What follows belongs to an exercise in optimizing a design on an open flow for small area, a short achievable clock period and few clock cycles; a production flow would make more cautious choices.
At most, simulation tests tie the RTL to the original design; equivalence was not proved.
No functional check of the RTL was part of run 6.
The clock port is modelled as an ideal driver; clocking choices that lean on that would not hold on a real chip.
Power is estimated from default activity; no workload was simulated.

==> design.v <==
module cpu_pl(
    input clk,
    input rst,
    output [31:0] imem_addr,
    input [31:0] imem_rdata,
    output [31:0] dmem_addr,
    output [31:0] dmem_wdata,
    output [3:0] dmem_wstrb,
    input [31:0] dmem_rdata
);
reg [7:0] pc;
reg [7:0] ras;           
reg d_valid;
reg [31:0] d_inst;
reg [7:0] d_pc;
reg [7:0] d_alt;         
reg d_apc, d_bu, d_blink, d_bimm, d_brs2;   
reg [31:1] d_sel1, d_sel2;   
reg e_we, e_ld, e_st, e_br, e_jalr;
reg e_shf;               
reg [4:0] e_rd;
reg [4:0] e_rs1;         
reg [2:0] e_mf3;         
reg [31:0] e_a, e_b;
reg [11:0] e_i;          
reg [2:0] e_f3;          
reg e_sub, e_arith;
reg [8:0] e_op;          
reg e_pred;
reg [7:0] e_alt;
reg w_we;
reg [4:0] w_rd;
reg [31:0] w_res;
reg [31:0] w_sdata;
reg [3:0] w_strb;
reg [31:0] m_addr;
wire [31:0] rf [1:31];
wire stall;              
wire d_stall;            
wire sh_more;            
wire redirect;
wire [7:0] redirect_pc;
wire [31:0] alu;
wire [31:0] ld;
wire [31:0] fi = imem_rdata;
wire f_jal = fi[6:2] == 5'b11011;
wire f_br = fi[6:2] == 5'b11000;
wire f_jalr = fi[6:2] == 5'b11001;
wire [7:0] f_tgt_j = pc + fi[29:22];
wire [7:0] f_tgt_b = pc + {fi[29:25], fi[11:9]};
wire [7:0] f_inc = pc + 8'd1;
wire [7:0] f_next = f_jal ? f_tgt_j : (f_br & fi[31]) ? f_tgt_b : f_jalr ? ras : f_inc;
wire [7:0] f_alt = f_br ? (fi[31] ? f_inc : f_tgt_b) : ras;
assign imem_addr = {18'b0, 2'b11, 2'b00, pc, 2'b00};
always @(posedge clk or posedge rst) begin
    if (rst) begin
        pc <= 8'd0;
        ras <= 8'd0;
        d_valid <= 1'b0;
    end else begin
        if (redirect) pc <= redirect_pc;
        else if (!stall) pc <= f_next;
        if (!stall && (f_jal | f_jalr) && fi[11:7] == 5'd1) ras <= f_inc;
        if (redirect) d_valid <= 1'b0;
        else if (!stall) d_valid <= 1'b1;
    end
end
always @(posedge clk) begin
    if (!stall) begin
        d_inst <= fi;
        d_pc <= pc;
        d_alt <= f_alt;
    end
end
wire [4:0] n_rs1 = stall ? d_inst[19:15] : fi[19:15];
wire [4:0] n_rs2 = stall ? d_inst[24:20] : fi[24:20];
genvar gr;
generate
    for (gr = 1; gr < 32; gr = gr + 1) begin : rsel
        always @(posedge clk) begin
            d_sel1[gr] <= n_rs1 == gr;
            d_sel2[gr] <= n_rs2 == gr;
        end
    end
endgenerate
wire [4:0] n_op = stall ? d_inst[6:2] : fi[6:2];
always @(posedge clk) begin
    d_apc <= n_op == 5'b00101;
    d_bu <= n_op == 5'b01101 || n_op == 5'b00101;
    d_blink <= n_op == 5'b11011 || n_op == 5'b11001;
    d_bimm <= n_op == 5'b00100;
    d_brs2 <= !(n_op == 5'b01101 || n_op == 5'b00101 || n_op == 5'b11011 || n_op == 5'b11001 || n_op == 5'b00100);
end
wire [4:0] op = d_inst[6:2];
wire [2:0] f3 = d_inst[14:12];
wire [4:0] rs1 = d_inst[19:15];
wire [4:0] rs2 = d_inst[24:20];
wire [4:0] rd = d_inst[11:7];
wire i_lui = op == 5'b01101;
wire i_auipc = op == 5'b00101;
wire i_jal = op == 5'b11011;
wire i_jalr = op == 5'b11001;
wire i_br = op == 5'b11000;
wire i_ld = op == 5'b00000;
wire i_st = op == 5'b01000;
wire i_opi = op == 5'b00100;
wire i_op = op == 5'b01100;
wire uses1 = ~(i_lui | i_auipc | i_jal);
wire uses2 = i_op | i_br | i_st;
wire writes = (i_lui | i_auipc | i_jal | i_jalr | i_ld | i_opi | i_op) && rd != 5'd0;
reg [31:0] rf1, rf2;
integer ri;
always @(*) begin
    rf1 = 32'h0;
    rf2 = 32'h0;
    for (ri = 1; ri < 32; ri = ri + 1) begin
        rf1 = rf1 | (rf[ri] & {32{d_sel1[ri]}});
        rf2 = rf2 | (rf[ri] & {32{d_sel2[ri]}});
    end
end
wire [31:0] rv1 = (w_we && w_rd == rs1) ? w_res : rf1;
wire [31:0] rv2 = (w_we && w_rd == rs2) ? w_res : rf2;
reg rf_rst;
always @(posedge clk) rf_rst <= rst;
wire [31:0] rf_wd = rf_rst ? 32'h0 : w_res;
generate
    for (gr = 1; gr < 32; gr = gr + 1) begin : rfile
        reg [31:0] q;
        always @(posedge clk) begin
            if (rf_rst || (w_we && w_rd == gr)) begin
                if (gr == 2) q <= rf_rst ? 32'h00002ffc : w_res;
                else if (gr == 3) q <= rf_rst ? 32'h00001800 : w_res;
                else q <= rf_wd;
            end
        end
        assign rf[gr] = q;
    end
endgenerate
wire [9:0] d_agu;
cpl_add10 agu (.a(rv1[9:0]), .b(d_inst[29:20]), .s(d_agu));
wire ld_fwd = i_ld && f3 == 3'b010 && e_st && e_mf3 == 3'b010 && rs1 == e_rs1 && d_inst[31:20] == e_i;
assign d_stall = d_valid && (((i_ld | i_jalr) && e_we && e_rd == rs1) || (i_ld && e_st && !ld_fwd) || (i_jalr && e_st));
assign stall = d_stall | sh_more;
wire fwd1 = uses1 && e_we && e_rd == rs1;
wire fwd2 = uses2 && e_we && e_rd == rs2;
wire [8:0] d_inc = {1'b0, d_pc} + 9'd1;
wire [31:0] link = {18'b0, 2'b11, 1'b0, d_inc, 2'b00};
wire [31:0] pcfull = {18'b0, 2'b11, 2'b00, d_pc, 2'b00};
wire [31:0] imm_i = {{20{d_inst[31]}}, d_inst[31:20]};
wire [31:0] imm_u = {d_inst[31:12], 12'b0};
wire [31:0] a_id = d_apc ? pcfull : rv1;
wire [31:0] b_id = ({32{ld_fwd}} & e_b) | ({32{d_bu}} & imm_u) | ({32{d_blink}} & link)
                 | ({32{d_bimm}} & imm_i) | ({32{d_brs2 & ~ld_fwd}} & rv2);
always @(posedge clk or posedge rst) begin
    if (rst) begin
        e_we <= 1'b0; e_ld <= 1'b0; e_st <= 1'b0; e_br <= 1'b0; e_jalr <= 1'b0; e_shf <= 1'b0;
    end else if (sh_more) begin
    end else if (redirect || d_stall || !d_valid) begin
        e_we <= 1'b0; e_ld <= 1'b0; e_st <= 1'b0; e_br <= 1'b0; e_jalr <= 1'b0; e_shf <= 1'b0;
    end else begin
        e_shf <= (i_opi | i_op) && f3[1:0] == 2'b01;
        e_we <= writes;
        e_ld <= i_ld && !ld_fwd;
        e_st <= i_st;
        e_br <= i_br;
        e_jalr <= i_jalr;
    end
end
always @(posedge clk or posedge rst) begin
    if (rst) begin
        e_rd <= 5'd0;
        e_f3 <= 3'b000;
        e_sub <= 1'b0;
        e_arith <= 1'b0;
        e_op <= 9'b0;
    end else if (!sh_more) begin
        e_rd <= rd;
        e_f3 <= (i_opi | i_op | i_br) ? f3 : 3'b000;
        e_sub <= i_op && f3 == 3'b000 && d_inst[30];
        e_arith <= d_inst[30];
        e_op <= (i_lui | i_jal | i_jalr | ld_fwd) ? 9'b100000000 : (i_opi | i_op) ? (9'b000000001 << f3) : 9'b000000001;
    end
end
wire fa_ld = fwd1 & e_ld & ~sh_more;
wire fa_alu = (fwd1 & ~e_ld) | sh_more;
wire fa_id = ~fwd1 & ~sh_more;
wire fb_ld = fwd2 & e_ld & ~sh_more;
wire fb_alu = fwd2 & ~e_ld & ~sh_more;
wire fb_id = ~fwd2 & ~sh_more;
always @(posedge clk) begin
    e_rs1 <= rs1;
    e_mf3 <= f3;
    e_a <= ({32{fa_ld}} & ld) | ({32{fa_alu}} & alu) | ({32{fa_id}} & a_id);
    e_b <= ({32{fb_ld}} & ld) | ({32{fb_alu}} & alu) | ({32{fb_id}} & b_id)
         | ({32{sh_more}} & {27'b0, e_b[4:0] - 5'd3});
    e_i <= {d_inst[31:25], d_inst[11:7]};
    e_pred <= d_inst[31];
    e_alt <= d_alt;
end
wire [31:0] a = e_a;
wire [31:0] b = e_b;
wire [31:0] sum = a + (e_sub ? ~b : b) + {31'b0, e_sub};
wire c_eq = a == b;
wire c_ltu = a < b;
wire c_lt = (a[31] ^ b[31]) ? a[31] : c_ltu;
assign sh_more = e_shf && b[4:2] != 3'b000;
wire [1:0] sh_n = b[1:0] | {2{sh_more}};
wire left = ~e_f3[2];
wire [31:0] sh_in;
wire [31:0] sh_out;
genvar gi;
generate
    for (gi = 0; gi < 32; gi = gi + 1) begin : rev
        assign sh_in[gi] = left ? a[31 - gi] : a[gi];
    end
endgenerate
wire sh_fill = e_arith & a[31] & ~left;
wire [31:0] sh_1 = sh_n[0] ? {sh_fill, sh_in[31:1]} : sh_in;
wire [31:0] sh_r = sh_n[1] ? {{2{sh_fill}}, sh_1[31:2]} : sh_1;
generate
    for (gi = 0; gi < 32; gi = gi + 1) begin : rev2
        assign sh_out[gi] = left ? sh_r[31 - gi] : sh_r[gi];
    end
endgenerate
assign alu = ({32{e_op[0]}} & sum) | ({32{e_op[1] | e_op[5]}} & sh_out)
           | {31'b0, (e_op[2] & c_lt) | (e_op[3] & c_ltu)}
           | ({32{e_op[4]}} & (a ^ b)) | ({32{e_op[6]}} & (a | b))
           | ({32{e_op[7]}} & (a & b)) | ({32{e_op[8]}} & b);
wire cond = (e_f3[2] ? (e_f3[1] ? c_ltu : c_lt) : c_eq) ^ e_f3[0];
wire br_mis = e_br && (cond != e_pred);
wire [9:0] e_agu = m_addr[9:0];
wire jalr_mis = e_jalr && (e_agu[9:2] != e_alt);
assign redirect = br_mis | jalr_mis;
assign redirect_pc = e_jalr ? e_agu[9:2] : e_alt;
wire [7:0] ld_b0 = e_agu[1] ? (e_agu[0] ? dmem_rdata[31:24] : dmem_rdata[23:16])
                            : (e_agu[0] ? dmem_rdata[15:8] : dmem_rdata[7:0]);
wire [7:0] ld_b1 = e_agu[1] ? dmem_rdata[31:24] : dmem_rdata[15:8];
wire ld_word = e_mf3[1];
wire ld_half = e_mf3[0];
wire ld_sign = ~e_mf3[2] & (ld_half ? ld_b1[7] : ld_b0[7]);
assign ld[7:0] = ld_b0;
assign ld[15:8] = ld_word ? dmem_rdata[15:8] : ld_half ? ld_b1 : {8{ld_sign}};
assign ld[31:16] = ld_word ? dmem_rdata[31:16] : {16{ld_sign}};
wire [31:0] ex_res = e_ld ? ld : alu;
wire [31:0] st_addr = a + {{20{e_i[11]}}, e_i};
wire [31:0] sdata = e_mf3[1] ? b : e_mf3[0] ? {2{b[15:0]}} : {4{b[7:0]}};
wire [3:0] strb = e_mf3[1] ? 4'b1111 : e_mf3[0] ? (st_addr[1] ? 4'b1100 : 4'b0011) : (4'b0001 << st_addr[1:0]);
always @(posedge clk or posedge rst) begin
    if (rst) begin
        w_we <= 1'b0;
        w_strb <= 4'b0;
    end else begin
        w_we <= e_we & ~sh_more;
        w_strb <= e_st ? strb : 4'b0;
    end
end
always @(posedge clk) begin
    w_rd <= e_rd;
    w_res <= ex_res;
    w_sdata <= sdata;
    m_addr[31:10] <= st_addr[31:10];
    m_addr[9:0] <= e_st ? st_addr[9:0] : d_agu;
end
assign dmem_addr = m_addr;
assign dmem_wdata = w_sdata;
assign dmem_wstrb = w_strb;
endmodule
module cpl_add10(
    input [9:0] a,
    input [9:0] b,
    output [9:0] s
);
assign s = a + b;
endmodule
==> flow/run.sh <==
#!/bin/bash
# Layout flow: the standard flow (standard.sh), with the port buffers made
# of a small buffer cell, timing repair aimed below the clock period, and a
# second round of setup repair after clock tree synthesis.
set -euo pipefail
F=$(cd "$(dirname "$0")" && pwd)
bash standard.sh synth > flow_synth.log 2>&1
bash standard.sh \
    "BUFFER_PORTS_ARGS=-buffer_cell sky130_fd_sc_hd__buf_1" \
    "SETUP_SLACK_MARGIN=7" \
    "POST_CTS_TCL=$F/post_cts.tcl" \
    finish > flow_layout.log 2>&1
==> flow/post_cts.tcl <==
# a second round of setup repair after clock tree synthesis
estimate_parasitics -placement
repair_timing -setup -setup_margin $::env(SETUP_SLACK_MARGIN) -repair_tns 100 -max_passes 1000 -verbose
detailed_placement
check_placement -verbose
==> standard.sh <==
#!/bin/bash
# synth_recipe.tcl (not shown) runs the flow's synth.tcl, then flattens the netlist and writes it again
# the make line also repeats each setting of config.mk as NAME=value (left out here)
make -C /OpenROAD-flow-scripts/flow DESIGN_CONFIG=/design/flow/config.mk WORK_HOME=/design/flow/orfs CLKGATE_MAP_FILE= SYNTH_SCRIPT=/design/flow/synth_recipe.tcl "${@:-finish}"
==> config.mk <==
export PLATFORM = sky130hd
export DESIGN_NAME = cpu_pl
export DESIGN_NICKNAME = cpu_pl
export VERILOG_FILES = /design/flow/design.v
export SDC_FILE = /design/flow/constraint.sdc
export NUM_CORES = 8
export LEC_CHECK = 0
export CAP_MARGIN = 10
export CORE_MARGIN = 2
export CORE_UTILIZATION = 40
export CTS_CLUSTER_DIAMETER = 125
export CTS_CLUSTER_SIZE = 24
export GPL_TIMING_DRIVEN = 1
export PLACE_DENSITY = 0.5
export SLEW_MARGIN = 10
export SYNTH_HIERARCHICAL = 1
export SYNTH_MINIMUM_KEEP_SIZE = 0
==> constraint.sdc <==
create_clock -name core_clock -period 10.5 [get_ports {clk}]
set_input_delay 2.1000 -clock core_clock [delete_from_list [all_inputs] [get_ports {clk}]]
set_output_delay 2.1000 -clock core_clock [all_outputs]
set_load 0.01 [all_outputs]
==> results of run 1 <==
-- layer usage --
metal	vias up	GRT usage, %	wire length (um)
met4	18	21.78	23800
li1	21008	-	-
met1	27293	51.54	120900
met5	-	0	138
met3	1204	12.66	47650
met2	4961	54.35	132500
-- synth_stat cells, drive strengths merged, types with 113 or more instances --
library cell,instances
ha,179
nand4,143
a221oi,318
nand3,113
nor2,210
o21ai,158
edfxtp,1038
clkbuf,271
a21oi,200
nand2,290
a22oi,336
inv,130
a22o,297
dfxtp,261
-- worst min path at each step --
stage / startpoint / end / slack [ps] / cells past startpoint
5_1_grt: d_alt[1]$_DFFE_PN_ / e_alt[1]$_DFF_P_ / 350 / 0
3_3_place_gp: d_alt[7]$_DFFE_PN_ / e_alt[7]$_DFF_P_ / 320 / 0
6_report: d_alt[1]$_DFFE_PN_ / e_alt[1]$_DFF_P_ / 340 / 0
3_5_place_dp: d_alt[2]$_DFFE_PN_ / e_alt[2]$_DFF_P_ / 330 / 0
2_1_floorplan: d_alt[0]$_DFFE_PN_ / e_alt[0]$_DFF_P_ / 320 / 0
-- state kept, by name, indices dropped and copies added (netlist names), 3 cells and up --
signal,flops
e_op,9
e_mf3,3
e_rd,5
e_a,32
w_res,32
d_inst,30
d_sel2,31
m_addr,32
ras,8
w_strb,4
e_b,32
e_i,12
d_alt,8
e_rs1,5
d_sel1,31
e_f3,3
w_rd,5
w_sdata,32
rfile.q,992
e_alt,8
pc,8
d_pc,8
-- report_power, final --
| group | total [uW] | switching, uW | leakage [uW] | internal [uW] |
|---|---|---|---|---|
| sequential | 8510 | 1290 | 0.0134 | 7220 |
| clock | 3110 | 1850 | 0.000947 | 1270 |
| combinational | 6650 | 4180 | 0.0115 | 2480 |
-- modules after synthesis (local to each module, per instance) --
module     cells  area [sq um]
cpu_pl      5087         63560
cpl_add10     51         385.4
-- kinds of logic after synthesis --
kind of cell	after synthesis	synth area share (%)
other cells	2	0.01174
flops	1346	58.76
xor+xnor	165	2.260
fa+ha+maj	184	3.659
compound gates	1728	20.80
simple gates	1056	8.200
mux	146	3.092
buf+inv	511	3.225
-- per-stage QoR --
stage	instance area (sq um)	setup WS (ps)	utilization, %	hold WS (ps)
floorplan	64260	6596	-	323.3
global placement	67640	5667	42.66	324.7
detailed placement	67640	5631	42.66	326.9
global route	72140	6920	45.49	354.8
finish	72140	6966	45.50	342.0
-- layout make-up --
type,instances,share of cell area [%]
diodes,4,0.01388
repair buffers,455,4.783
flip-flops and latches,1346,52.40
multi-input cells,3306,35.79
clock inverters,9,0.2012
clock buffers,92,2.513
inverters,134,0.7094
well taps,2072,3.594
==> run summary, run 1 <==
* Dpl hpwl at 189.3 mm
* Commonest non-fill, non-tap cell in the layout: edfxtp_1
* Buffers and inverters on the worst path at 2
* Initial antenna violation count at 10
* FFs w/ async S/R, synth at 3.492%
* CP max stage delay at 820 ps
* Most frequent CP cell: buf_4
* Chip Width at 403.8 um
* Largest net degree at the start of global routing at 65
* Vias in the first global route at 50.34k
* Worst setup endpoint: e_a[13]$_DFF_P_
* Yosys warns at 7
* Area growth syn-to-layout at 12.82%
* FF+latch area at 0.03780 sq mm
* Sequential area share after synthesis at 58.76%
* Post-layout nets at 5560
* Post-synth EDFFs at 1038
* Die area at 0.1631 sq mm
* Layout cells sized above 1 at 15.31%
* Placed insts at 7194
* Slew Viols, Final at 0
* Core footprint at 0.1586 sq mm
* Worst r2r dst: e_a[13]$_DFF_P_
* Avg Synthesized Cell Area at 12.45 sq um
* Area occupied by multi-input gates at 0.02582 sq mm
* CP startpoint: d_sel1[21]$_DFF_P_
* Slowest cell on crit path: a21oi_1
* Number of non-filler instances in the completed layout at 7418
* Initial Util at 40.33%
* CP startpoint kind: flop
* Status: timing/DRC/antenna clean
* Post-Route WL at 324.9 mm
* Peak fanout along the critical path at 16
* TritonRoute pass-1 iters at 10
* DR WL/cell at 43.81 um
* Max-cap viol count at 0
* Number of fillers in the final layout at 14.42k
* # rows at 146
* Cell count after synthesis at 5138
* Mapped Area at 0.06395 sq mm
* WP depth at 8
* Synth Register Bits at 1346
* Synth cell types at 96
* Critical Path AT at 4100 ps
* Clock Skew at 53.54 ps
* Hold crit path type: flop to flop
* Final setup fails at 0
* Final RePlAce weighted congestion at 0.9728
* Fin crit share at 33.65%
* F_max at 0.2830 GHz
* Die height at 403.8 um
* Commonest non-fill, non-tap cells in the layout: 1038 x edfxtp_1, 335 x a22oi_1, 304 x a221oi_1
* I/O Buffers at 139
* DR vias at 54.48k
* Worst r2r path cells at 8
* Clock transition at path regs at 110 ps
* WP data required at 11070 ps
* CTS tree: yes
* Setup TNS at 0 ps
* Main synth FF type: edfxtp_1
* Tot Pwr at 18280 uW
* Via density at 7.345
* Worst setup EP type: flop
* DRC viols at 0
* Worst-margin pin slew at 1253 ps
* Cell area power density at 253.4 mW/mm^2
* CTS Sinks at 1346
* Cell chain of the critical path: buf_4 > buf_4 > a221oi_1 > nand4_1 > nor3_1 > a21oi_1 > o21bai_1 > o221ai_1
* DRT iter0 DRCs at 10.94k
* Area share of the largest cell type after synthesis at 48.74%
* I/O pin count at 166
* RSZ-0062 raised after global routing: true
* LEAKAGE at 0.02589 uW
* Post-layout min period at 3534 ps
* Worst path top cell family by delay: compound AO/OA/AOI/OAI gates
* Final hold violation count at 0
* Global-route usage over all layers at 38.42%
* Yosys top cell by area: edfxtp_1
* First-pass GRT wire length at 430.6 mm
* Crit path kind: flop to flop
* Dominant cells by area after synthesis: edfxtp_1 49%, dfxtp_1 8.2%, a221oi_1 4.3%
* RR Startpoint: d_sel1[21]$_DFF_P_
* Total gr overflow at 0
* Flop2flop setup slack at 6970 ps
* Clock Latency Late Sink at 740 ps
* Routed Antenna Nets at 0
* Worst ir drop on vdd at 0.1488 mV
* Slew HR at 15.81%
Testbench counts, summed over its fixed seeds: cycles 442,009.
==> inputs of run 2 (changes only) <==
--- a/config.mk
+++ b/config.mk
@@ -5,13 +5,13 @@
 export SDC_FILE = /design/flow/constraint.sdc
 export NUM_CORES = 8
 export LEC_CHECK = 0
-export CAP_MARGIN = 10
+export CAP_MARGIN = 5
 export CORE_MARGIN = 2
 export CORE_UTILIZATION = 40
 export CTS_CLUSTER_DIAMETER = 125
 export CTS_CLUSTER_SIZE = 24
 export GPL_TIMING_DRIVEN = 1
 export PLACE_DENSITY = 0.5
-export SLEW_MARGIN = 10
+export SLEW_MARGIN = 5
 export SYNTH_HIERARCHICAL = 1
 export SYNTH_MINIMUM_KEEP_SIZE = 0
==> run 2 against run 1 <==
Clock power about the same. Sequential share of layout area unchanged. Synthesized cell count unchanged. Count of clock-buffer cells in the layout unchanged. Critical endpoint unchanged. Register-to-register slack about the same. Sequential cell count unchanged.
==> run summary, run 2 <==
* Largest net degree at the start of global routing at 65 (unchanged)
* Buffers and inverters on the worst path at 2 (unchanged)
* Number of flip-flops under the largest register name at 992 (unchanged)
* Post-synth EDFFs at 1038 (unchanged)
* Die height at 403.8 um (unchanged)
* Initial antenna violation count at 10 (unchanged)
* I/O pin count at 166 (unchanged)
* Commonest non-fill, non-tap cell in the layout: edfxtp_1 (unchanged)
* Critical Path AT at 4100 ps (about the same)
* Yosys top cell by area: edfxtp_1 (unchanged)
* DR vias at 54.48k (unchanged)
* Busiest grt layer: met2 (unchanged)
* Sequential area share after synthesis at 58.76% (unchanged)
* Area growth syn-to-layout at 12.82% (unchanged)
* Post-Route WL at 324.9 mm (unchanged)
* Final setup fails at 0 (unchanged)
* Worst setup EP type: flop (unchanged)
* Synth top cells by count: 1038 x edfxtp_1, 335 x a22oi_1, 316 x a221oi_1 (unchanged)
* Clock Skew at 53.54 ps (unchanged)
* CP max stage delay at 820 ps (about the same)
* Final hold violation count at 0 (unchanged)
* Post-layout min period at 3534 ps (unchanged)
* Setup TNS at 0 ps (unchanged)
* Most numerous cell in the Yosys netlist: edfxtp_1 (unchanged)
* Cell chain of the critical path: buf_4 > buf_4 > a221oi_1 > nand4_1 > nor3_1 > a21oi_1 > o21bai_1 > o221ai_1 (unchanged)
* Slew HR at 15.81% (unchanged)
* Routed Antenna Nets at 0 (unchanged)
* Final Cell Area at 0.07214 sq mm (unchanged)
* CTS Sinks at 1346 (unchanged)
* Global-route usage over all layers at 38.42% (unchanged)
* FFs w/ async S/R, synth at 3.492% (unchanged)
* LEAKAGE at 0.02589 uW (unchanged)
* Vias in the first global route at 50.34k (unchanged)
* Clock Latency Late Sink at 740 ps (about the same)
* Crit path kind: flop to flop (unchanged)
* Number of fillers in the final layout at 14.42k (unchanged)
* Mapped Area at 0.06395 sq mm (unchanged)
* Area share of the largest cell type after synthesis at 48.74% (unchanged)
* Met2 Track Usage GR at 54.35% (unchanged)
* Via density at 7.345 (unchanged)
* Die area at 0.1631 sq mm (unchanged)
* # rows at 146 (unchanged)
* Slew Viols, Final at 0 (unchanged)
* Worst ir drop on vdd at 0.1488 mV (unchanged)
* Worst path top cell family by delay: compound AO/OA/AOI/OAI gates (unchanged)
* Worst-margin pin slew at 1253 ps (unchanged)
* DP Area at 0.06764 sq mm (unchanged)
* DRC viols at 0 (unchanged)
* DR WL/cell at 43.81 um (unchanged)
* M1 GR Usage at 51.54% (unchanged)
* Max-cap viol count at 0 (unchanged)
* Chip Width at 403.8 um (unchanged)
* Clock transition at path regs at 110 ps (about the same)
* Synth cell types at 96 (unchanged)
* Layout cells sized above 1 at 15.31% (unchanged)
* Cell area power density at 253.4 mW/mm^2 (unchanged)
* DRT iter0 DRCs at 10.94k (unchanged)
* Cell count after synthesis at 5138 (unchanged)
* F_max at 0.2830 GHz (unchanged)
* Total gr overflow at 0 (unchanged)
* Core footprint at 0.1586 sq mm (unchanged)
* CTS tree: yes (unchanged)
* Avg Synthesized Cell Area at 12.45 sq um (unchanged)
* Fin crit share at 33.65% (unchanged)
* Met3 Use GR at 12.66% (unchanged)
* Dpl hpwl at 189.3 mm (unchanged)
* First-pass GRT wire length at 430.6 mm (unchanged)
* CP startpoint kind: flop (unchanged)
* Peak fanout along the critical path at 16 (unchanged)
* WP data required at 11070 ps (about the same)
* TritonRoute pass-1 iters at 10 (unchanged)
* Post-layout nets at 5560 (unchanged)
* Yosys warns at 7 (unchanged)
* Largest register by flop count: rfile.q (unchanged)
* I/O Buffers at 139 (unchanged)
* RSZ-0062 raised after global routing: true (unchanged)
* Commonest non-fill, non-tap cells in the layout: 1038 x edfxtp_1, 335 x a22oi_1, 304 x a221oi_1 (unchanged)
* Status: timing/DRC/antenna clean (unchanged)
* Synth Register Bits at 1346 (unchanged)
* Dominant cells by area after synthesis: edfxtp_1 49%, dfxtp_1 8.2%, a221oi_1 4.3% (unchanged)
* Slowest cell on crit path: a21oi_1 (unchanged)
* Final RePlAce weighted congestion at 0.9728 (unchanged)
* Main synth FF type: edfxtp_1 (unchanged)
* Initial Util at 40.33% (unchanged)
* Hold crit path type: flop to flop (unchanged)
* Most frequent CP cell: buf_4 (unchanged)
run 2: cell counts after synthesis:
No cell type changed its count.
run 2: path summary, 6_finish.rpt:
path | start | end | slack (ps) | cells past startpoint
max in group asynchronous | rst | pc[0]$_DFFE_PP0P_ | 8200 | 3
min in group asynchronous | rst | e_ld$_DFFE_PP0N_ | 1380 | 2
max | d_sel1[21]$_DFF_P_ | e_a[13]$_DFF_P_ | 6970 | 8
max reg2reg | d_sel1[21]$_DFF_P_ | e_a[13]$_DFF_P_ | 6970 | 8
min reg2reg | d_alt[1]$_DFFE_PN_ | e_alt[1]$_DFF_P_ | 340 | 0
min | d_alt[1]$_DFFE_PN_ | e_alt[1]$_DFF_P_ | 340 | 0
run 2: area by class of cell:
class | count | area, sq um | area share (%)
sequential | 1346 | 37800 | 52.40
multi-input combinational | 3306 | 25820 | 35.79
timing repair buffer | 455 | 3451 | 4.783
tap | 2072 | 2592 | 3.594
clock buffer | 92 | 1813 | 2.513
inverter | 134 | 511.7 | 0.7094
clock inverter | 9 | 145.1 | 0.2012
antenna | 4 | 10.01 | 0.01388
run 2: kinds of logic (layout without fill, tap and decap cells):
logic type,after synthesis,in the layout,share of synthesized area (%)
other cells,2,28,0.01174
buf+inv,511,690,3.225
simple gates,1056,1059,8.200
compound gates,1728,1728,20.80
fa+ha+maj,184,184,3.659
flops,1346,1346,58.76
xor+xnor,165,165,2.260
mux,146,146,3.092
run 2: per-module statistics from Yosys (local to each module, per instance):
| module | cells inside | times used | flip-flops and latches | cell area [sq um] |
|---|---|---|---|---|
| cpl_add10 | 51 | 1 | 0 | 385.4 |
| cpu_pl | 5087 | 1 | 1346 | 63560 |
run 2: report_power, final:
part	switching, uW	internal, uW
Clock	1850	1270
Combinational	4180	2480
Sequential	1290	7220
Total	7310	11000
run 2: layer usage:
metal | vias to the layer above | wire length (um)
met5 | - | 138
li1 | 21008 | -
met2 | 4961 | 132500
met1 | 27293 | 120900
met3 | 1204 | 47650
met4 | 18 | 23800
run 2: through the flow:
stage                     cells  total power [uW]  util, %  worst slack [ps]  hold WS (ps)
after floorplan            5160             11530        -              6596         323.3
after global placement     7194             14180    42.66              5667         324.7
after detailed placement   7194             14180    42.66              5631         326.9
after global routing       7416             18830    45.49              6920         354.8
final                      7418             18280    45.50              6966         342.0
==> inputs of run 3 (changes only) <==
==> flow/post_cts.tcl (replaced) <==
# a second round of setup repair after clock tree synthesis
estimate_parasitics -placement
repair_timing -setup -setup_margin 7.3 -repair_tns 100 -max_passes 1000 -verbose
detailed_placement
check_placement -verbose
--- a/config.mk
+++ b/config.mk
@@ -5,13 +5,13 @@
 export SDC_FILE = /design/flow/constraint.sdc
 export NUM_CORES = 8
 export LEC_CHECK = 0
-export CAP_MARGIN = 5
+export CAP_MARGIN = 10
 export CORE_MARGIN = 2
 export CORE_UTILIZATION = 40
 export CTS_CLUSTER_DIAMETER = 125
 export CTS_CLUSTER_SIZE = 24
 export GPL_TIMING_DRIVEN = 1
 export PLACE_DENSITY = 0.5
-export SLEW_MARGIN = 5
+export SLEW_MARGIN = 10
 export SYNTH_HIERARCHICAL = 1
 export SYNTH_MINIMUM_KEEP_SIZE = 0
==> run 3 against run 2 <==
Sequential share of layout area is 0.89 points lower. Still clean on timing, DRC and antenna. Synthesized cell count stayed put. Via count increased by 1.7%. Global-route usage up 0.50 points. Largest power group unchanged. Clock power is essentially flat. Utilization up 0.88 points. Sequential cell count stayed put.
==> run summary, run 3 <==
* Status: timing/DRC/antenna clean (unchanged)
* Final setup fails at 0 (unchanged)
* Post-synth EDFFs at 1038 (unchanged)
* Area occupied by multi-input gates at 0.02619 sq mm (was 0.02582 sq mm)
* Hold EP: e_alt[1]$_DFF_P_ (unchanged)
* Cell count after synthesis at 5138 (unchanged)
* CP startpoint kind: flop (unchanged)
* RSZ-0062 raised after global routing: true (unchanged)
* Die area at 0.1631 sq mm (unchanged)
* Avg Synthesized Cell Area at 12.45 sq um (unchanged)
* Commonest non-fill, non-tap cell in the layout: edfxtp_1 (unchanged)
* Final RePlAce weighted congestion at 0.9728 (unchanged)
* Hold Path Origin: d_alt[1]$_DFFE_PN_ (unchanged)
* Via density at 7.410 (was 7.345)
* I/O Buffers at 139 (unchanged)
* Area growth syn-to-layout at 15.00% (was 12.82%)
* Number of fillers in the final layout at 14.30k (was 14.42k)
* Worst ir drop on vdd at 0.1518 mV (was 0.1488 mV)
* DRT iter0 DRCs at 10.95k (was 10.94k)
* Post-Route WL at 327.9 mm (was 324.9 mm)
* Most numerous cell in the Yosys netlist: edfxtp_1 (unchanged)
* Critical Path AT at 4090 ps (was 4100 ps)
* Flop2flop setup slack at 7000 ps (was 6970 ps)
* Number of non-filler instances in the completed layout at 7477 (was 7418)
* Initial Util at 40.33% (unchanged)
* Yosys warns at 7 (unchanged)
* DRC viols at 0 (unchanged)
* Total gr overflow at 0 (unchanged)
* Fin crit share at 33.37% (was 33.65%)
* Worst-margin pin slew at 1201 ps (was 1253 ps)
* Post-layout nets at 5608 (was 5560)
* Worst r2r path cells at 17 (was 8)
* WP data required at 11090 ps (was 11070 ps)
* Die height at 403.8 um (unchanged)
* Fin Hold WS at 343.4 ps (was 342.0 ps)
* # rows at 146 (unchanged)
* Clock transition at path regs at 110 ps (about the same)
* Crit path kind: flop to flop (unchanged)
* Chip Width at 403.8 um (unchanged)
* Slew HR at 19.96% (was 15.81%)
* FF+latch area at 0.03787 sq mm (was 0.03780 sq mm)
* Core footprint at 0.1586 sq mm (unchanged)
* Hold path depth at 0 (unchanged)
* Commonest non-fill, non-tap cells in the layout: 1038 x edfxtp_1, 335 x a22oi_1, 302 x a221oi_1 (was 1038 x edfxtp_1, 335 x a22oi_1, 304 x a221oi_1)
* CTS tree: yes (unchanged)
* Placed insts at 7194 (unchanged)
* Layout cells sized above 1 at 19.17% (was 15.31%)
* Initial antenna violation count at 12 (was 10)
* Mapped Area at 0.06395 sq mm (unchanged)
* Setup TNS at 0 ps (unchanged)
* DR vias at 55.40k (was 54.48k)
* First-pass GRT wire length at 436.1 mm (was 430.6 mm)
* I/O pin count at 166 (unchanged)
* F_max at 0.2854 GHz (was 0.2830 GHz)
* TritonRoute pass-1 iters at 9 (was 10)
* Synth cell types at 96 (unchanged)
* Clock Skew at 47.88 ps (was 53.54 ps)
* Global-route usage over all layers at 38.92% (was 38.42%)
* RR Startpoint: e_sub$_DFFE_PP0N_ (was d_sel1[21]$_DFF_P_)
* Post-layout min period at 3503 ps (was 3534 ps)
* Number of flip-flops under the largest register name at 992 (unchanged)
* Vias in the first global route at 51.02k (was 50.34k)
* Largest register by flop count: rfile.q (unchanged)
* Synth Register Bits at 1346 (unchanged)
* Peak fanout along the critical path at 5 (was 16)
* Worst setup EP type: flop (unchanged)
* Routed Antenna Nets at 0 (unchanged)
* Final hold violation count at 0 (unchanged)
* Slew Viols, Final at 0 (unchanged)
* Cell area power density at 255.2 mW/mm^2 (was 253.4 mW/mm^2)
* Area share of the largest cell type after synthesis at 48.74% (unchanged)
* FFs w/ async S/R, synth at 3.492% (unchanged)
* Clock Latency Late Sink at 740 ps (about the same)
* Worst r2r dst: w_res[20]$_DFF_P_ (was e_a[13]$_DFF_P_)
* Main synth FF type: edfxtp_1 (unchanged)
* Sequential area share after synthesis at 58.76% (unchanged)
* Dpl hpwl at 189.3 mm (unchanged)
* Max-cap viol count at 0 (unchanged)
* Hold crit path type: flop to flop (unchanged)
* Largest net degree at the start of global routing at 65 (unchanged)
* Synth top cells by count: 1038 x edfxtp_1, 335 x a22oi_1, 316 x a221oi_1 (unchanged)
* CTS Sinks at 1346 (unchanged)
* DR WL/cell at 43.85 um (was 43.81 um)
* Dominant cells by area after synthesis: edfxtp_1 49%, dfxtp_1 8.2%, a221oi_1 4.3% (unchanged)
* LEAKAGE at 0.02654 uW (was 0.02589 uW)
* Yosys top cell by area: edfxtp_1 (unchanged)
[run 3: cell count changes in the layout (fill, tap and decap cells not counted), moves of 19 or more]
cell and delta:
dfxtp_1 -32, buf_1 -77, buf_4 +31, dfxtp_2 +19
buf_2 +31, buf_6 +54
[run 3: per-module statistics from Yosys (local to each module, per instance)]
module,cells inside,area (sq um)
cpl_add10,51,385.4
cpu_pl,5087,63560
[run 3: routing by layer]
metal	wire, um	track usage [%]	vias up
li1	-	-	21134
met1	123400	52.13	27872
met2	134300	54.94	5179
met3	46830	12.73	1208
met4	23330	22.66	10
met5	69	0	-
[run 3: cell type report]
| class | instances | area share (%) |
|---|---|---|
| multi-input combinational | 3305 | 35.61 |
| clock buffer | 92 | 2.466 |
| inverter | 134 | 0.7010 |
| tap | 2072 | 3.526 |
| timing repair buffer | 504 | 5.945 |
| antenna | 15 | 0.05105 |
| sequential | 1346 | 51.50 |
| clock inverter | 9 | 0.1974 |
[run 3: per-stage QoR]
step | utilization (%) | setup WS [ps] | area (sq um) | power (uW)
5_1_grt | 46.36 | 6902 | 73500 | 19310
2_1_floorplan | - | 6596 | 64260 | 11530
3_5_place_dp | 42.66 | 5631 | 67640 | 14180
6_report | 46.38 | 6997 | 73530 | 18770
3_3_place_gp | 42.66 | 5667 | 67640 | 14180
[run 3: power breakdown]
| group | internal [uW] | total (uW) | switching, uW |
|---|---|---|---|
| combinational | 2800 | 7150 | 4350 |
| clock | 1270 | 3110 | 1850 |
| sequential | 7250 | 8510 | 1260 |
| total | 11300 | 18800 | 7460 |
[run 3: logic make-up (layout without fill, tap and decap cells)]
logic type | count (synthesis) | in the layout | share of synthesized area, %
AO/OA/AOI/OAI | 1728 | 1728 | 20.80
flip-flops | 1346 | 1346 | 58.76
AND/OR/NAND/NOR | 1056 | 1058 | 8.200
buffers and inverters | 511 | 739 | 3.225
adder cells (fa/ha/maj) | 184 | 184 | 3.659
XOR/XNOR | 165 | 165 | 2.260
multiplexers | 146 | 146 | 3.092
other | 2 | 39 | 0.01174
[run 3: worst max-delay path by stage]
stage | from | end | slack, ps
final | e_sub$_DFFE_PP0N_ | w_res[20]$_DFF_P_ | 7000
after global placement | e_i[11]$_DFF_P_ | d_sel1[30]$_DFF_P_ | 5670
after global routing | e_sub$_DFFE_PP0N_ | w_res[20]$_DFF_P_ | 6900
after detailed placement | e_i[11]$_DFF_P_ | d_sel1[30]$_DFF_P_ | 5630
after floorplan | w_rd[3]$_DFF_P_ | rfile[25].q[0]$_DFFE_PP_ | 6600
[run 3: critical path, stage by stage (launching register included)]
cell and delay (ps):
dfrtp_2 460, buf_12 150, buf_16 130, xor2_1 140, ha_1 340, and3_4 200
a221o_1 300, a41oi_2 270, a31oi_4 160, buf_4 170, buf_4 130, buf_6 100
nand3b_1 120, a21oi_4 70, nor4_4 170, buf_6 180, nand2_2 60, a21boi_2 190
==> inputs of run 4 (changes only) <==
==> flow/post_cts.tcl (replaced) <==
# a second round of setup repair after clock tree synthesis
estimate_parasitics -placement
repair_timing -setup -setup_margin $::env(SETUP_SLACK_MARGIN) -repair_tns 100 -max_passes 1000 -verbose
detailed_placement
check_placement -verbose
--- a/config.mk
+++ b/config.mk
@@ -8,8 +8,8 @@
 export CAP_MARGIN = 10
 export CORE_MARGIN = 2
 export CORE_UTILIZATION = 40
-export CTS_CLUSTER_DIAMETER = 125
-export CTS_CLUSTER_SIZE = 24
+export CTS_CLUSTER_DIAMETER = 130
+export CTS_CLUSTER_SIZE = 26
 export GPL_TIMING_DRIVEN = 1
 export PLACE_DENSITY = 0.5
 export SLEW_MARGIN = 10
==> run 4 against run 3 <==
Still clean on timing, DRC and antenna. Critical path depth shrank 9. Cell area shrank 2.6%. Power shrank 4.3%. Maximum frequency shrank 6.6%. Final cell count shrank 1.1%. Register-to-register slack lost 250 ps. First-iteration DRC count grew 0.90%. Largest cell class unchanged.
==> run summary, run 4 <==
* TritonRoute pass-1 iters at 13 (was 9)
* Post-layout min period at 3752 ps (was 3503 ps)
* Setup TNS at 0 ps (unchanged)
* Global-route usage over all layers at 38.21% (was 38.92%)
* # rows at 146 (unchanged)
* Post-Route WL at 323.5 mm (was 327.9 mm)
* Main synth FF type: edfxtp_1 (unchanged)
* Most numerous cell in the Yosys netlist: edfxtp_1 (unchanged)
* DRT iter0 DRCs at 11.05k (was 10.95k)
* DP Area at 0.06764 sq mm (unchanged)
* LEAKAGE at 0.02562 uW (was 0.02654 uW)
* Vias in the first global route at 50.35k (was 51.02k)
* Final setup fails at 0 (unchanged)
* Largest register by flop count: rfile.q (unchanged)
* RSZ-0062 raised after global routing: true (unchanged)
* Number of flip-flops under the largest register name at 992 (unchanged)
* Fin Hold WS at 355.9 ps (was 343.4 ps)
* Largest net degree at the start of global routing at 65 (unchanged)
* Worst setup EP type: flop (unchanged)
* Hold path depth at 0 (unchanged)
* Avg Synthesized Cell Area at 12.45 sq um (unchanged)
* Final Cell Area at 0.07165 sq mm (was 0.07353 sq mm)
* DR WL/cell at 43.77 um (was 43.85 um)
* Final hold violation count at 0 (unchanged)
* Final RePlAce weighted congestion at 0.9728 (unchanged)
* Mapped Area at 0.06395 sq mm (unchanged)
* Flop2flop setup slack at 6750 ps (was 7000 ps)
* Die area at 0.1631 sq mm (unchanged)
* Clock transition at path regs at 110 ps (about the same)
* CTS Sinks at 1346 (unchanged)
* Layout cells sized above 1 at 14.61% (was 19.17%)
* Routed Antenna Nets at 0 (unchanged)
* Dpl hpwl at 189.3 mm (unchanged)
* Chip Width at 403.8 um (unchanged)
* CTS tree: yes (unchanged)
* Worst setup endpoint: e_a[12]$_DFF_P_ (was w_res[20]$_DFF_P_)
* CP startpoint: d_sel1[21]$_DFF_P_ (was e_sub$_DFFE_PP0N_)
* Area growth syn-to-layout at 12.06% (was 15.00%)
* F_max at 0.2665 GHz (was 0.2854 GHz)
* Worst-margin pin slew at 1267 ps (was 1201 ps)
* Final WS setup at 6748 ps (was 6997 ps)
* Clock Skew at 58.22 ps (was 47.88 ps)
* FFs w/ async S/R, synth at 3.492% (unchanged)
* Clock Latency Late Sink at 780 ps (was 740 ps)
* Worst ir drop on vdd at 0.1621 mV (was 0.1518 mV)
* RR Startpoint: d_sel1[21]$_DFF_P_ (was e_sub$_DFFE_PP0N_)
* Crit path kind: flop to flop (unchanged)
* Synth top cells by count: 1038 x edfxtp_1, 335 x a22oi_1, 316 x a221oi_1 (unchanged)
* I/O pin count at 166 (unchanged)
* Commonest non-fill, non-tap cells in the layout: 1038 x edfxtp_1, 335 x a22oi_1, 302 x a221oi_1 (unchanged)
* Core footprint at 0.1586 sq mm (unchanged)
* Synth Register Bits at 1346 (unchanged)
* Dominant cells by area after synthesis: edfxtp_1 49%, dfxtp_1 8.2%, a221oi_1 4.3% (unchanged)
* Peak fanout along the critical path at 16 (was 5)
* Slew HR at 15.51% (was 19.96%)
* Via density at 7.339 (was 7.410)
* Critical Path AT at 4370 ps (was 4090 ps)
* Synth cell types at 96 (unchanged)
* Post-layout nets at 5526 (was 5608)
* Commonest non-fill, non-tap cell in the layout: edfxtp_1 (unchanged)
* Final Util at 45.19% (was 46.38%)
* Yosys warns at 7 (unchanged)
* Setup WS pre-CTS at 5631 ps (unchanged)
* DRC viols at 0 (unchanged)
* WP data required at 11120 ps (was 11090 ps)
* Slew Viols, Final at 0 (unchanged)
* Max-cap viol count at 0 (unchanged)
* Hold Path Origin: d_alt[4]$_DFFE_PN_ (was d_alt[1]$_DFFE_PN_)
* Post-synth EDFFs at 1038 (unchanged)
* Area share of the largest cell type after synthesis at 48.74% (unchanged)
* First-pass GRT wire length at 429.0 mm (was 436.1 mm)
* Cell area power density at 250.6 mW/mm^2 (was 255.2 mW/mm^2)
* Worst r2r dst: e_a[12]$_DFF_P_ (was w_res[20]$_DFF_P_)
* Sequential area share after synthesis at 58.76% (unchanged)
* Total gr overflow at 0 (unchanged)
* Initial antenna violation count at 10 (was 12)
* I/O Buffers at 139 (unchanged)
* Initial Util at 40.33% (unchanged)
* Die height at 403.8 um (unchanged)
* DR vias at 54.25k (was 55.40k)
* Cell count after synthesis at 5138 (unchanged)
* Worst r2r path cells at 8 (was 17)
* Status: timing/DRC/antenna clean (unchanged)
* Yosys top cell by area: edfxtp_1 (unchanged)
* Hold crit path type: flop to flop (unchanged)
* CP startpoint kind: flop (unchanged)
* Fin crit share at 35.74% (was 33.37%)
## run 4: cell count changes in the layout (fill, tap and decap cells not counted), sizes merged
| cell | delta |
|---|---|
| bufinv | -1 |
| clkinv | +2 |
| buf | -75 |
| diode | -8 |
| bufbuf | -1 |
| inv | -1 |
| clkinvlp | -1 |
## run 4: report_power, final
group,internal (uW),switching [uW]
logic,2430,4140
registers,7220,1290
clock network,1080,1800
total,10700,7230
## run 4: worst min-delay path by stage
stage	end
floorplan	e_alt[0]$_DFF_P_
global placement	e_alt[7]$_DFF_P_
detailed placement	e_alt[2]$_DFF_P_
global route	e_alt[2]$_DFF_P_
finish	e_alt[4]$_DFF_P_
## run 4: kinds of logic after synthesis
| family | count (synthesis) | share of synthesized area, % |
|---|---|---|
| xor gates and xnor gates | 165 | 2.260 |
| and+or+nand+nor | 1056 | 8.200 |
| adders and majority gates | 184 | 3.659 |
| other | 2 | 0.01174 |
| AOI/OAI and AO/OA | 1728 | 20.80 |
| muxes | 146 | 3.092 |
| DFF | 1346 | 58.76 |
| buffers and inverters | 511 | 3.225 |
## run 4: critical path, cell delays in order (launching register included)
cell	delay (ps)
dfxtp_2	600
buf_4	460
buf_4	570
a221oi_1	180
nand4_1	140
nor3_1	80
a21oi_1	990
o21bai_1	300
o221ai_1	250
## run 4: layout make-up
cell class | instances | area (sq um)
fill | 14429 | 86910
tap | 2072 | 2592
multi-input combinational | 3305 | 25740
sequential | 1346 | 37790
clock inverter | 8 | 140.1
inverter | 134 | 511.7
timing repair buffer | 430 | 3271
antenna | 7 | 17.52
clock buffer | 90 | 1593
## run 4: layer usage
layer	global-route usage, %	part of all wire (%)	up-vias
met3	12.17	14	1133
met4	21.94	7.3	8
li1	-	-	20942
met2	53.94	41	4963
met5	0	0.017	-
met1	51.50	38	27201
## run 4: modules after synthesis, one instance, submodules excluded
module / area (sq um) / cells / flops+latches / times used
cpu_pl: 63560 / 5087 / 1346 / 1
cpl_add10: 385.4 / 51 / 0 / 1
## run 4: per-stage QoR
step | power (uW) | std cells
2_1_floorplan | 11530 | 5160
3_3_place_gp | 14180 | 7194
3_5_place_dp | 14180 | 7194
5_1_grt | 18510 | 7386
6_report | 17950 | 7392
==> inputs of run 5 (changes only) <==
==> flow/post_cts.tcl (replaced) <==
# a second round of setup repair after clock tree synthesis, then smaller
# cells where the slack allows
estimate_parasitics -placement
repair_timing -setup -setup_margin $::env(SETUP_SLACK_MARGIN) -repair_tns 100 -max_passes 1000 -verbose
repair_timing -recover_power 100 -setup_margin 6.9 -verbose
detailed_placement
check_placement -verbose
--- a/config.mk
+++ b/config.mk
@@ -8,8 +8,8 @@
 export CAP_MARGIN = 10
 export CORE_MARGIN = 2
 export CORE_UTILIZATION = 40
-export CTS_CLUSTER_DIAMETER = 130
-export CTS_CLUSTER_SIZE = 26
+export CTS_CLUSTER_DIAMETER = 125
+export CTS_CLUSTER_SIZE = 24
 export GPL_TIMING_DRIVEN = 1
 export PLACE_DENSITY = 0.5
 export SLEW_MARGIN = 10
==> run 5 against run 4 <==
Worst setup slack gained 140 ps. Sequential power is essentially flat. Clock power grew 8.0%. Critical path depth grew 2. Critical path type unchanged. Non-clock buffer count grew 72. Routed wire length grew 0.16%. Utilization grew 0.81 points.
==> run summary, run 5 <==
* Area growth syn-to-layout at 14.07% (was 12.06%)
* CTS tree: yes (unchanged)
* Area share of the largest cell type after synthesis at 48.74% (unchanged)
* Crit path kind: flop to flop (unchanged)
* # rows at 146 (unchanged)
* Post-synth EDFFs at 1038 (unchanged)
* Post-Route WL at 324.1 mm (was 323.5 mm)
* Final RePlAce weighted congestion at 0.9728 (unchanged)
* Hold crit path type: flop to flop (unchanged)
* Final hold violation count at 0 (unchanged)
* Post-layout min period at 3608 ps (was 3752 ps)
* Total gr overflow at 0 (unchanged)
* Yosys warns at 7 (unchanged)
* Setup TNS at 0 ps (unchanged)
* Initial antenna violation count at 18 (was 10)
* Number of non-filler instances in the completed layout at 7463 (was 7392)
* Avg Synthesized Cell Area at 12.45 sq um (unchanged)
* Post-layout nets at 5607 (was 5526)
* Number of flip-flops under the largest register name at 992 (unchanged)
* LEAKAGE at 0.02615 uW (was 0.02562 uW)
* Synth top cells by count: 1038 x edfxtp_1, 335 x a22oi_1, 316 x a221oi_1 (unchanged)
* Clock Latency Late Sink at 750 ps (was 780 ps)
* CTS Sinks at 1346 (unchanged)
* Mapped Area at 0.06395 sq mm (unchanged)
* Commonest non-fill, non-tap cells in the layout: 1038 x edfxtp_1, 335 x a22oi_1, 300 x a221oi_1 (was 1038 x edfxtp_1, 335 x a22oi_1, 302 x a221oi_1)
* Cell count after synthesis at 5138 (unchanged)
* RSZ-0062 raised after global routing: true (unchanged)
* Max-cap viol count at 0 (unchanged)
* Slew HR at 16.41% (was 15.51%)
* Worst-margin pin slew at 1244 ps (was 1267 ps)
* Die area at 0.1631 sq mm (unchanged)
* Largest register by flop count: rfile.q (unchanged)
* Via density at 7.309 (was 7.339)
* Clock transition at path regs at 110 ps (about the same)
* Synth cell types at 96 (unchanged)
* First-pass GRT wire length at 430.3 mm (was 429.0 mm)
* I/O pin count at 166 (unchanged)
* Dominant cells by area after synthesis: edfxtp_1 49%, dfxtp_1 8.2%, a221oi_1 4.3% (unchanged)
* Final Util at 46.00% (was 45.19%)
* DR WL/cell at 43.42 um (was 43.77 um)
* Core footprint at 0.1586 sq mm (unchanged)
* Main synth FF type: edfxtp_1 (unchanged)
* Largest net degree at the start of global routing at 65 (unchanged)
* DRC viols at 0 (unchanged)
* F_max at 0.2772 GHz (was 0.2665 GHz)
* Critical Path AT at 4170 ps (was 4370 ps)
* Final setup fails at 0 (unchanged)
* Initial Util at 40.33% (unchanged)
* Slew Viols, Final at 0 (unchanged)
* Global-route usage over all layers at 38.39% (was 38.21%)
* Synth Register Bits at 1346 (unchanged)
* Peak fanout along the critical path at 19 (was 16)
* Die height at 403.8 um (unchanged)
* Dpl hpwl at 189.3 mm (unchanged)
* FFs w/ async S/R, synth at 3.492% (unchanged)
* Commonest non-fill, non-tap cell in the layout: edfxtp_1 (unchanged)
* Setup WS pre-CTS at 5631 ps (unchanged)
* DRT iter0 DRCs at 10.90k (was 11.05k)
* Routed Antenna Nets at 0 (unchanged)
* Cell area power density at 250.8 mW/mm^2 (was 250.6 mW/mm^2)
* Worst setup EP type: flop (unchanged)
* Fin crit share at 34.36% (was 35.74%)
* Status: timing/DRC/antenna clean (unchanged)
* I/O Buffers at 139 (unchanged)
* Worst ir drop on vdd at 0.1379 mV (was 0.1621 mV)
* WP data required at 11060 ps (was 11120 ps)
* TritonRoute pass-1 iters at 7 (was 13)
* Vias in the first global route at 50.37k (was 50.35k)
* CP startpoint kind: flop (unchanged)
* Clock Skew at 53.51 ps (was 58.22 ps)
* Placed insts at 7194 (unchanged)
* Most numerous cell in the Yosys netlist: edfxtp_1 (unchanged)
* DR vias at 54.55k (was 54.25k)
* Yosys top cell by area: edfxtp_1 (unchanged)
* Final WS setup at 6892 ps (was 6748 ps)
* Chip Width at 403.8 um (unchanged)
* Sequential area share after synthesis at 58.76% (unchanged)
* Layout cells sized above 1 at 15.29% (was 14.61%)
-- run 5: cell counts after synthesis --
No cell type changed its count.
-- run 5: layout make-up --
type                       instances  area (sq um)
fill                           14320         85620
sequential                      1346         37790
multi-input combinational       3306         25880
timing repair buffer             502          4199
tap                             2072          2592
clock buffer                      92          1813
inverter                         134         514.2
clock inverter                     9         145.1
antenna                            2         5.005
-- run 5: cell families (layout without fill, tap and decap cells) --
| group | Yosys count | after routing | synth area share [%] |
|---|---|---|---|
| compound gates | 1728 | 1728 | 20.80 |
| flops | 1346 | 1346 | 58.76 |
| simple gates | 1056 | 1059 | 8.200 |
| buf+inv | 511 | 737 | 3.225 |
| fa+ha+maj | 184 | 184 | 3.659 |
| xor+xnor | 165 | 165 | 2.260 |
| mux | 146 | 146 | 3.092 |
| other cells | 2 | 26 | 0.01174 |
-- run 5: final timing paths --
path,from,to,slack (ps),cells after the start
worst min-delay path,d_alt[1]$_DFFE_PN_,e_alt[1]$_DFF_P_,340,0
worst max register to register,d_sel2[28]$_DFF_P_,e_b[16]$_DFF_P_,6890,10
worst min register to register,d_alt[1]$_DFFE_PN_,e_alt[1]$_DFF_P_,340,0
min in group asynchronous,rst,e_shf$_DFFE_PP0N_,1390,2
worst max-delay path,d_sel2[28]$_DFF_P_,e_b[16]$_DFF_P_,6890,10
max in group asynchronous,rst,pc[0]$_DFFE_PP0P_,8050,3
-- run 5: per-module statistics from Yosys, one instance, submodules excluded --
| module | cells | flip-flops and latches | copies in the design | cell area, sq um |
|---|---|---|---|---|
| cpl_add10 | 51 | 0 | 1 | 385.4 |
| cpu_pl | 5087 | 1346 | 1 | 63560 |
-- run 5: worst max-delay path, cell delays in order, from the launching register on --
cell	delay, ps
dfxtp_2	550
buf_4	430
a22o_1	290
a221oi_1	290
nand4_1	180
nor3_1	1010
nand2_1	160
o211ai_1	170
nand3_1	130
nand3_1	120
a21oi_1	50
-- run 5: through the flow --
step	cell area [sq um]	total power, uW	hold WS (ps)
floorplan	64260	11530	323.3
global placement	67640	14180	324.7
detailed placement	67640	14180	326.9
global route	72940	18860	354.8
finish	72950	18290	336.0
-- run 5: report_power, final --
| part | total, uW | switching, uW | internal (uW) |
|---|---|---|---|
| clock | 3110 | 1850 | 1270 |
| sequential | 8520 | 1280 | 7230 |
| combinational | 6660 | 4170 | 2490 |
-- run 5: layer usage --
metal  vias to the layer above  global-route usage (%)  routed length, um  part of all wire, %
li1                      21113                       -                  -                    -
met2                      4915                   54.12             133000                   41
met4                        28                   22.32              23590                  7.3
met1                     27315                   51.46             121100                   37
met5                         -                       0                217                0.067
met3                      1176                   12.63              46190                   14
==> inputs of run 6 (changes only) <==
--- a/design.v
+++ b/design.v
@@ -199,9 +199,10 @@
 end
 wire [31:0] a = e_a;
 wire [31:0] b = e_b;
-wire [31:0] sum = a + (e_sub ? ~b : b) + {31'b0, e_sub};
+wire [31:0] sum = a + b;
+wire [32:0] dif = {1'b0, a} - {1'b0, b};
 wire c_eq = a == b;
-wire c_ltu = a < b;
+wire c_ltu = dif[32];
 wire c_lt = (a[31] ^ b[31]) ? a[31] : c_ltu;
 assign sh_more = e_shf && b[4:2] != 3'b000;
 wire [1:0] sh_n = b[1:0] | {2{sh_more}};
@@ -222,7 +223,7 @@
         assign sh_out[gi] = left ? sh_r[31 - gi] : sh_r[gi];
     end
 endgenerate
-assign alu = ({32{e_op[0]}} & sum) | ({32{e_op[1] | e_op[5]}} & sh_out)
+assign alu = ({32{e_op[0] & ~e_sub}} & sum) | ({32{e_op[0] & e_sub}} & dif[31:0]) | ({32{e_op[1] | e_op[5]}} & sh_out)
            | {31'b0, (e_op[2] & c_lt) | (e_op[3] & c_ltu)}
            | ({32{e_op[4]}} & (a ^ b)) | ({32{e_op[6]}} & (a | b))
            | ({32{e_op[7]}} & (a & b)) | ({32{e_op[8]}} & b);
==> flow/post_cts.tcl (replaced) <==
# a second round of setup repair after clock tree synthesis
estimate_parasitics -placement
repair_timing -setup -setup_margin $::env(SETUP_SLACK_MARGIN) -repair_tns 100 -max_passes 1000 -verbose
detailed_placement
check_placement -verbose
==> run 6 against run 5 <==
Still clean. Area after synthesis grew 1.0%. Global-route usage is 1.3 points higher. Sequential power is 0.5% higher. Sequential share of layout area decreased by 0.25 points. Worst setup slack worse by 40 ps. Maximum frequency decreased by 1.1%. Clock power about the same. Count of clock-buffer cells in the layout fell by 4. Cell area up 0.68%. Critical endpoint is now e_b[30]$_DFF_P_.
==> run summary, run 6 <==
* Status: timing/DRC/antenna clean (unchanged)
* Fin crit share at 34.74% (was 34.36%)
* Worst ir drop on vdd at 0.1818 mV (was 0.1379 mV)
* Synth cell types at 115 (was 96)
* Slew Viols, Final at 0 (unchanged)
* Yosys top cell by area: edfxtp_1 (unchanged)
* Via density at 7.343 (was 7.309)
* Most frequent CP cell: o211ai_1 (was nand3_1)
* CTS tree: yes (unchanged)
* Initial Util at 40.28% (was 40.33%)
* Hold crit path type: flop to flop (unchanged)
* CP max stage delay at 660 ps (was 1010 ps)
* Post-layout min period at 3648 ps (was 3608 ps)
* Final setup fails at 0 (unchanged)
* Tot Pwr at 19430 uW (was 18290 uW)
* Clock Latency Late Sink at 750 ps (about the same)
* Synth top cells by count: 1038 x edfxtp_1, 368 x a221oi_1, 340 x a22o_1 (was 1038 x edfxtp_1, 335 x a22oi_1, 316 x a221oi_1)
* Peak fanout along the critical path at 6 (was 19)
* Final hold violation count at 0 (unchanged)
* Sequential area share after synthesis at 58.16% (was 58.76%)
* Critical Path AT at 4250 ps (was 4170 ps)
* Layout cells sized above 1 at 16.96% (was 15.29%)
* Commonest non-fill, non-tap cells in the layout: 1038 x edfxtp_1, 355 x a221oi_1, 340 x a22o_1 (was 1038 x edfxtp_1, 335 x a22oi_1, 300 x a221oi_1)
* Clock transition at path regs at 110 ps (about the same)
* Post-layout nets at 5614 (was 5607)
* Total gr overflow at 0 (unchanged)
* Cell count after synthesis at 5214 (was 5138)
* Most numerous cell in the Yosys netlist: edfxtp_1 (unchanged)
* Setup WS pre-CTS at 5772 ps (was 5631 ps)
* Total internal power at 11360 uW (was 10990 uW)
* LEAKAGE at 0.02566 uW (was 0.02615 uW)
* Crit path kind: flop to flop (unchanged)
* Post-Route WL at 337.0 mm (was 324.1 mm)
* Area growth syn-to-layout at 13.69% (was 14.07%)
* Vias in the first global route at 51.52k (was 50.37k)
* Hold path depth at 0 (unchanged)
* NetSw at 8069 uW (was 7303 uW)
* Commonest non-fill, non-tap cell in the layout: edfxtp_1 (unchanged)
* Worst r2r path cells at 11 (was 10)
* Largest net degree at the start of global routing at 55 (was 65)
* FFs w/ async S/R, synth at 3.492% (unchanged)
* DRC viols at 0 (unchanged)
* F_max at 0.2741 GHz (was 0.2772 GHz)
* DR WL/cell at 44.40 um (was 43.42 um)
* CTS Sinks at 1346 (unchanged)
* Net Sw Frac at 41.53% (was 39.93%)
* Worst-margin pin slew at 1321 ps (was 1244 ps)
* Number of flip-flops under the largest register name at 992 (unchanged)
* Slew HR at 11.27% (was 16.41%)
* CP startpoint kind: flop (unchanged)
* Area share of the largest cell type after synthesis at 48.25% (was 48.74%)
* Cell chain of the critical path: buf_12 > o31a_4 > nor2_8 > mux4_2 > mux2_4 > o211ai_1 > o211ai_1 > nor4_4 > buf_4 > mux2i_2 > o221a_1 (was buf_4 > a22o_1 > a221oi_1 > nand4_1 > nor3_1 > nand2_1 > o211ai_1 > nand3_1 > nand3_1 > a21oi_1)
* Chip Width at 405.9 um (was 403.8 um)
* Max-cap viol count at 0 (unchanged)
* Worst setup EP type: flop (unchanged)
* Setup TNS at 0 ps (unchanged)
* Die area at 0.1647 sq mm (was 0.1631 sq mm)
* Clock Skew at 74.14 ps (was 53.51 ps)
* Post-synth EDFFs at 1038 (unchanged)
* I/O Buffers at 139 (unchanged)
* I/O pin count at 166 (unchanged)
* Main synth FF type: edfxtp_1 (unchanged)
* Cell area power density at 264.5 mW/mm^2 (was 250.8 mW/mm^2)
* Global-route usage over all layers at 39.67% (was 38.39%)
* Synth Register Bits at 1346 (unchanged)
* RSZ-0062 raised after global routing: true (unchanged)
* Final Util at 45.79% (was 46.00%)
* Dominant cells by area after synthesis: edfxtp_1 48%, dfxtp_1 8.1%, a221oi_1 5.0% (was edfxtp_1 49%, dfxtp_1 8.2%, a221oi_1 4.3%)
* Clock network power share at 16.0% (was 17.0%)
* WP data required at 11110 ps (was 11060 ps)
* Combinational power share at 39.9% (was 36.4%)
* Largest register by flop count: rfile.q (unchanged)
* Seq pwr share at 44.1% (was 46.6%)
* Routed Antenna Nets at 0 (unchanged)
* Yosys warns at 7 (unchanged)
* TritonRoute pass-1 iters at 13 (was 7)
* Initial antenna violation count at 12 (was 18)
* Mapped Area at 0.06460 sq mm (was 0.06395 sq mm)
* First-pass GRT wire length at 447.1 mm (was 430.3 mm)
* # rows at 147 (was 146)
* DR vias at 55.72k (was 54.55k)
* Final WS setup at 6852 ps (was 6892 ps)
* Dpl hpwl at 199.5 mm (was 189.3 mm)
* Die height at 405.9 um (was 403.8 um)
* DRT iter0 DRCs at 10.27k (was 10.90k)
* Final RePlAce weighted congestion at 1.033 (was 0.9728)
* Slowest cell on crit path: o211ai_1 (was nor3_1)
* Avg Synthesized Cell Area at 12.39 sq um (was 12.45 sq um)
* Core footprint at 0.1604 sq mm (was 0.1586 sq mm)
[run 6: final timing paths]
path | start | slack (ps) | to
hold / removal | d_alt[4]$_DFFE_PN_ | 350 | e_alt[4]$_DFF_P_
setup / recovery | e_b[3]$_DFF_P_ | 6850 | e_b[30]$_DFF_P_
setup reg to reg | e_b[3]$_DFF_P_ | 6850 | e_b[30]$_DFF_P_
max in group asynchronous | rst | 8420 | pc[6]$_DFFE_PP0P_
hold reg to reg | d_alt[4]$_DFFE_PN_ | 350 | e_alt[4]$_DFF_P_
min in group asynchronous | rst | 1530 | e_rd[0]$_DFFE_PP0N_
[run 6: cells by family after synthesis]
family          count (synthesis)  synth area share [%]
mux                           154                 3.270
fa+ha+maj                     155                 3.072
xor+xnor                      129                 1.749
compound gates               1819                 21.84
buf+inv                       546                 3.583
simple gates                 1063                 8.312
other cells                     2               0.01163
flops                        1346                 58.16
[run 6: power groups by stage]
stage               registers [uW]  clock network, uW  logic (uW)
finish                        8560               3110        7750
global route                  8590               3280        8120
detailed placement            8590                  0        6360
global placement              8600                  0        6370
floorplan                     7920                  0        4100
[run 6: through the flow]
step | cells | cell area (sq um) | hold WS (ps)
final | 7589 | 73440 | 347.7
after floorplan | 5236 | 64900 | 323.3
after detailed placement | 7336 | 68190 | 327.9
after global placement | 7335 | 68160 | 326.6
after global routing | 7584 | 73430 | 357.5
[run 6: cell type report]
class | instances | area [sq um]
fillers | 14595 | 86940
flip-flops and latches | 1346 | 37870
multi-input cells | 3351 | 26610
repair buffers | 480 | 3677
well taps | 2160 | 2703
clock buffers | 88 | 1798
inverters | 147 | 576.8
clock inverters | 11 | 191.4
diodes | 6 | 15.01
[run 6: worst max-delay path, delay by kind of cell (launching register included)]
kind            cells  cell delay, ps
compound gates      4            1670
mux                 3             690
simple gates        2             460
flops               1             350
buf+inv             2             320
[run 6: per-module statistics from Yosys (local to each module, per instance)]
module,cells,flops+latches
cpl_add10,51,0
cpu_pl,5163,1346
[run 6: layer usage]
layer  share of wire (%)  up-vias  global-route usage (%)
li1                    -    21466                       -
met1                  36    27796                   49.89
met3                  14     1410                   12.24
met4                 8.2       10                   25.75
met5               0.019        -                       0
met2                  42     5041                   59.08

==> afterwards: timing with drivers on the ports <==
The results above use ideal ports. As a check the final layouts listed here were re-extracted and re-timed, cells and wires unchanged. Step 1 sets driving cells, clkbuf_16 on the clock port and buf_2 on the other inputs (assumed; they add their load-dependent delay and slew). Step 2 times the ports against the registers' clock, not the clock port: input delays grow and output delays shrink by t, the midpoint of the rising clock arrivals with the driver on. a / b / c = no drivers / after step 1 / after step 2; a / b = the first two.
run | t, ns | setup slack, ns | hold slack, ns | clock arrival spread, ns | cell pins on the clock port's net
run 1 | 0.791 | 6.966 / 6.934 / 6.212 | 0.342 / 0.342 / 0.342 | 0.056 / 0.056 | 1
run 2 | 0.791 | 6.966 / 6.934 / 6.212 | 0.342 / 0.342 / 0.342 | 0.056 / 0.056 | 1
run 3 | 0.797 | 6.997 / 6.954 / 6.386 | 0.343 / 0.343 / 0.343 | 0.052 / 0.052 | 1
run 4 | 0.841 | 6.748 / 6.748 / 6.200 | 0.356 / 0.356 / 0.356 | 0.069 / 0.068 | 1
run 5 | 0.801 | 6.892 / 6.892 / 6.229 | 0.336 / 0.336 / 0.336 | 0.056 / 0.056 | 1
run 6 | 0.794 | 6.852 / 6.852 / 6.271 | 0.348 / 0.348 / 0.348 | 0.074 / 0.074 | 1
After both steps setup and hold are still met in every run listed.
